Source: an optimization exercise on an open RTL-to-GDS flow (aim: small area). Production flows keep margins and buffers that such runs may drop.
Only simulation tests tie the RTL to the original design; equivalence was not proved.
The flow treats the clock pin as an ideal source, which a real chip does not have.
Power and IR drop assume default switching activity.

## basys3
module basys3(
    input clk,
    input rst,
    input [15:0] sw,
    input btn0,
    output [15:0] led,
    output [0:6] seg,
    output [3:0] digit,
    output sound,
    output [0:6] seg2,
    output seg2_sel
    );
For scale: roughly 650 cells after synthesis, ~140 flip-flops, about 55 I/O pins.
clock: 10.0 ns
lec_check: 0
cap_margin: 20
core_margin: 2
core_utilization: 60
slew_margin: 20
standard.sh (not shown) runs the stock make flow with config.mk's settings and CLKGATE_MAP_FILE= SYNTH_SCRIPT=/design/flow/synth_recipe.tcl, a recipe that flattens the netlist after the stock synthesis.
==> flow/flow/run.sh <==
#!/bin/bash
# Standard layout, with port buffers of the smallest buffer and a clock tree
# of small buffers without dummy loads.
set -euo pipefail
export BUFFER_PORTS_ARGS="-buffer_cell sky130_fd_sc_hd__buf_1"
export CTS_ARGS="-sink_clustering_enable -repair_clock_nets -dont_use_dummy_load -buf_list sky130_fd_sc_hd__clkbuf_2 sky130_fd_sc_hd__clkbuf_4 -sink_clustering_size 16"
bash standard.sh > standard_flow.log 2>&1
The starting point aborted during clock tree synthesis, error STA-0564.
Edit:
==> flow/run.sh (new file) <==
#!/bin/bash
# synth_recipe.tcl (not shown) runs the flow's synth.tcl, then flattens the netlist and writes it again
# the make line also repeats each setting of config.mk as NAME=value (left out here)
make -C /OpenROAD-flow-scripts/flow DESIGN_CONFIG=/design/flow/config.mk WORK_HOME=/design/flow/orfs CLKGATE_MAP_FILE= SYNTH_SCRIPT=/design/flow/synth_recipe.tcl finish
CORE_UTILIZATION = 40   (was 60)
removed: flow/flow/run.sh
removed: flow/standard.sh
This time the run passed the timing, design-rule and antenna checks.
Synthesized area is unchanged.
Synthesized cell count does not change.
Edit:
==> flow/flow/run.sh (new file) <==
#!/bin/bash
# Standard layout, with port buffers of the smallest buffer and a clock tree
# of small buffers without dummy loads.
set -euo pipefail
export BUFFER_PORTS_ARGS="-buffer_cell sky130_fd_sc_hd__buf_1"
export CTS_ARGS="-sink_clustering_enable -repair_clock_nets -dont_use_dummy_load -buf_list {sky130_fd_sc_hd__clkbuf_8} -sink_clustering_size 40"
bash standard.sh > standard_flow.log 2>&1
==> flow/standard.sh (new file) <==
#!/bin/bash
# synth_recipe.tcl (not shown) runs the flow's synth.tcl, then flattens the netlist and writes it again
# the make line also repeats each setting of config.mk as NAME=value (left out here)
make -C /OpenROAD-flow-scripts/flow DESIGN_CONFIG=/design/flow/config.mk WORK_HOME=/design/flow/orfs CLKGATE_MAP_FILE= SYNTH_SCRIPT=/design/flow/synth_recipe.tcl "${@:-finish}"
removed: flow/run.sh
Result: Wire length falls by 2.6%. Global-route usage rises by 0.31 points. First-iteration DRC count falls by 8.3%.

========
Setup of alpha:
Another version of the RTL of basys3 (not shown whole).
Size: ~590 cells after synthesis, ~120 flip-flops, about 55 I/O pins, about 0.0052 mm^2 of cells after synthesis.
export LEC_CHECK = 0
export CAP_MARGIN = 20
export CORE_MARGIN = 2
export CORE_UTILIZATION = 40
export SLEW_MARGIN = 20
create_clock -name core_clock -period 10.0 [get_ports {clk}]
==> flow/flow/run.sh <==
#!/bin/bash
# Standard layout, with port buffers of the smallest buffer and a clock tree
# of small buffers without dummy loads.
set -euo pipefail
export BUFFER_PORTS_ARGS="-buffer_cell sky130_fd_sc_hd__buf_1"
export CTS_ARGS="-sink_clustering_enable -repair_clock_nets -dont_use_dummy_load -buf_list sky130_fd_sc_hd__clkbuf_4 -sink_clustering_size 20"
bash standard.sh > standard_flow.log 2>&1
alpha completed end to end with timing, DRC and antenna clean.
Setup changes, alpha to beta
==> flow/flow/run.sh <==
#!/bin/bash
# Standard layout, with port buffers of the smallest buffer and a clock tree
# of small buffers without dummy loads.
set -euo pipefail
export BUFFER_PORTS_ARGS="-buffer_cell sky130_fd_sc_hd__buf_1"
export CTS_ARGS="-repair_clock_nets -dont_use_dummy_load -buf_list {sky130_fd_sc_hd__clkbuf_8 sky130_fd_sc_hd__clkbuf_16} -distance_between_buffers 500"
bash standard.sh > standard_flow.log 2>&1
Notes after the runs:
Row power: beta higher / alpha lower. From beta to alpha, number of buffers on the longest clock path did not move at all. | wire length | alpha vs beta | ≈ equal |.
For gamma, these inputs were changed with respect to beta:
==> flow/flow/run.sh <==
#!/bin/bash
# Standard layout, with port buffers of the smallest buffer and a clock tree
# of small buffers without dummy loads.
set -euo pipefail
export BUFFER_PORTS_ARGS="-buffer_cell sky130_fd_sc_hd__buf_1"
export CTS_ARGS="-sink_clustering_enable -repair_clock_nets -dont_use_dummy_load -buf_list {sky130_fd_sc_hd__clkbuf_8} -sink_clustering_size 35 -sink_clustering_max_diameter 200 -sink_clustering_levels 1"
bash standard.sh > standard_flow.log 2>&1
==> comparison <==
From beta to gamma, largest fanout of any net on the critical path did not move at all. gamma against beta: clock network fraction of design power went down; worst-skew pair later-pin latency went up; maximum frequency went down; number of cells traversed by the worst hold path did not really move. In terms of wire length per cell, gamma and beta differ only marginally. For detailed-route wire length, gamma and beta come out practically identical.
#### Input delta (delta over gamma)
==> flow/flow/run.sh <==
#!/bin/bash
# Standard layout, with port buffers of the smallest buffer and a clock tree
# of small buffers without dummy loads.
set -euo pipefail
export BUFFER_PORTS_ARGS="-buffer_cell sky130_fd_sc_hd__buf_1"
export CTS_ARGS="-sink_clustering_enable -repair_clock_nets -dont_use_dummy_load -buf_list sky130_fd_sc_hd__clkbuf_8 -sink_clustering_size 30"
export PRE_CTS_TCL="$(pwd)/flow/pre_cts.tcl"
bash standard.sh > standard_flow.log 2>&1
==> flow/flow/pre_cts.tcl (new file) <==
configure_cts_characterization -max_cap 0.12 -max_slew 0.12
Results
delta: PASS, flow complete, no timing, DRC or antenna violations
From gamma to delta, I/O pin count did not move at all.
Diff gamma..delta | power share of the combinational group | negligible
Post-synthesis sequential element count: delta vs gamma identical

========
Another version of the RTL of basys3 (not shown whole).
For scale: roughly 570 cells after synthesis, ~120 flip-flops, about 55 I/O pins, ~5400 um^2 of cells after synthesis.
clock: 10.0 ns
lec_check: 0
cap_margin: 20
core_margin: 2
core_utilization: 40
slew_margin: 20
synth_hierarchical: 1
==> flow/flow/run.sh <==
#!/bin/bash
# The standard layout (standard.sh), with three changes made through the
# ORFS hooks it reads from the environment:
#  - port buffers are the smallest buffer, buf_1, instead of the one
#    buffer_ports picks by itself;
#  - the clock tree is built of clkbuf_4 without dummy loads;
#  - after clock tree synthesis, flow/post_cts.tcl upsizes the few tree
#    buffers whose flip-flops would see a slow clock edge.
# standard.sh writes each tool's log under orfs/logs; its own output goes to
# standard_flow.log.
set -euo pipefail
export BUFFER_PORTS_ARGS="-buffer_cell sky130_fd_sc_hd__buf_1"
export CTS_ARGS="-sink_clustering_enable -repair_clock_nets -dont_use_dummy_load -buf_list sky130_fd_sc_hd__clkbuf_4 -sink_clustering_size 20"
export POST_CTS_TCL="$(pwd)/flow/post_cts.tcl"
bash standard.sh > standard_flow.log 2>&1
==> flow/flow/post_cts.tcl <==
estimate_parasitics -placement
set upsized 0
foreach inst [get_cells *] {
  if {[get_property $inst ref_name] ne "sky130_fd_sc_hd__clkbuf_4"} { continue }
  set out [get_pins -of_objects $inst -filter "direction == output"]
  set net [get_nets -of_objects $out]
  set sinks [get_pins -of_objects $net -filter "direction == input"]
  # only buffers that drive flip-flops
  set ffs 0
  foreach p $sinks { if {[get_property $p name] eq "CLK"} { incr ffs } }
  if {$ffs == 0} { continue }
  set worst 0.0
  foreach p $sinks {
    foreach prop {slew_max_rise slew_max_fall} {
      set s [get_property $p $prop]
      if {[string is double -strict $s] && $s > $worst} { set worst $s }
    }
  }
  if {$worst > 0.09} {
    puts "upsizing [get_property $inst name]: [llength $sinks] sinks, slew $worst"
    replace_cell $inst [get_lib_cells sky130_fd_sc_hd__clkbuf_8]
    incr upsized
  }
}
puts "upsized $upsized clock buffers"
if {$upsized > 0} {
  detailed_placement
  estimate_parasitics -placement
}
Change:
--- a/flow/config.mk
+++ b/flow/config.mk
@@ -11,2 +11 @@
 export SLEW_MARGIN = 20
-export SYNTH_HIERARCHICAL = 1
Effect:
- final cell count does not change
- core utilization rises by 0.29 points
- cell area falls by 4.9%
- critical path depth falls by 1
- global-route usage rises by 0.66 points
- setup slack degrades by 210 ps
- die area falls by 6.0%

========
Setup of main:
Another version of the RTL of basys3 (not shown whole).
For scale: ~570 cells after synthesis, ~120 flip-flops, ~55 I/O pins, roughly 0.0050 mm2 of cells after synthesis.
## basys3
module basys3(
    input clk,
    input rst,
    input [15:0] sw,
    input btn0,
    output [15:0] led,
    output [0:6] seg,
    output [3:0] digit,
    output sound,
    output [0:6] seg2,
    output seg2_sel
    );
Settings: LEC_CHECK=0, CAP_MARGIN=20, CORE_MARGIN=2, CORE_UTILIZATION=40, SLEW_MARGIN=20; clock period 10.0 ns.
==> flow/flow/post_cts.tcl <==
estimate_parasitics -placement
set upsized 0
foreach inst [get_cells *] {
  if {[get_property $inst ref_name] ne "sky130_fd_sc_hd__clkbuf_4"} { continue }
  set out [get_pins -of_objects $inst -filter "direction == output"]
  set net [get_nets -of_objects $out]
  set sinks [get_pins -of_objects $net -filter "direction == input"]
  # only buffers that drive flip-flops
  set ffs 0
  foreach p $sinks { if {[get_property $p name] eq "CLK"} { incr ffs } }
  if {$ffs == 0} { continue }
  set worst 0.0
  foreach p $sinks {
    foreach prop {slew_max_rise slew_max_fall} {
      set s [get_property $p $prop]
      if {[string is double -strict $s] && $s > $worst} { set worst $s }
    }
  }
  if {$worst > 0.105} {
    puts "upsizing [get_property $inst name]: [llength $sinks] sinks, slew $worst"
    replace_cell $inst [get_lib_cells sky130_fd_sc_hd__clkbuf_8]
    incr upsized
  }
}
puts "upsized $upsized clock buffers"
if {$upsized > 0} {
  detailed_placement
  estimate_parasitics -placement
}
Scripts as last shown in full above: flow/flow/run.sh
main | status: complete | timing, DRC, antenna: pass
## Diff of input files: the feature branch against main
-- flow/flow/post_cts.tcl --
<<< main, line 19
  if {$worst > 0.105} {
>>> the feature branch, line 19
  if {$worst > 0.09} {
[summary]
Comparing the two runs side by side, the feature branch comes out behind main on final worst setup slack.
~same maximum clock frequency in main and the feature branch
The clock power reported for the feature branch is greater than that of main by 12%.
Design area grows slightly when moving from main to the feature branch.
Summary of the feature branch over main: placer congestion estimate has remained practically unchanged, relative contribution of the clock network to total power rose 2.5 points, die area essentially unchanged, power after layout increased by 3.6% relative to the old numbers, number of violations reported at the end of detailed-routing iteration 0 picked up an extra 13.

port drivers added, routing unchanged:
Ports are ideal in the flow. The routed layouts listed here were re-timed in OpenROAD.
Step 1, drivers: a clkbuf_16 drives clk and a buf_2 each remaining input, both assumed.
Step 2, shift: input delay + t, output delay - t, t = (earliest + latest rising clock arrival at the registers) / 2. This alone moves slack from input paths to output paths.
a / b / c = ideal / step 1 / step 2; a / b = the first two.
| run | t, ns | setup WS [ns] | hold slack, ns | worst slew at a driven data input, ns |
|---|---|---|---|---|
| the second run of note 1 | 0.445 | 5.933 / 5.892 / 6.153 | 0.316 / 0.316 / 0.316 | 0.03 |
| the third run of note 1 | 0.458 | 6.226 / 6.192 / 6.154 | 0.322 / 0.322 / 0.322 | 0.04 |
| alpha | 0.538 | 5.587 / 5.556 / 6.094 | 0.333 / 0.333 / 0.333 | 0.05 |
| beta | 0.432 | 5.699 / 5.663 / 6.095 | 0.324 / 0.324 / 0.324 | 0.05 |
| gamma | 0.444 | 5.674 / 5.643 / 6.087 | 0.326 / 0.326 / 0.326 | 0.05 |
| delta | 0.444 | 5.674 / 5.643 / 6.087 | 0.326 / 0.326 / 0.326 | 0.05 |
| the first run of note 3 | 0.549 | 5.657 / 5.623 / 6.172 | 0.322 / 0.322 / 0.322 | 0.04 |
| the second run of note 3 | 0.552 | 5.445 / 5.412 / 5.964 | 0.320 / 0.320 / 0.320 | 0.04 |
| main | 0.512 | 5.150 / 5.119 / 5.631 | 0.324 / 0.324 / 0.324 | 0.04 |
| the feature branch | 0.528 | 5.145 / 5.113 / 5.642 | 0.315 / 0.315 / 0.315 | 0.04 |
After both steps setup and hold are still met in every run listed. The setup slack of the third run of note 1, which loses most, moves by -0.034 ns with the drivers and by -0.072 ns with both steps.
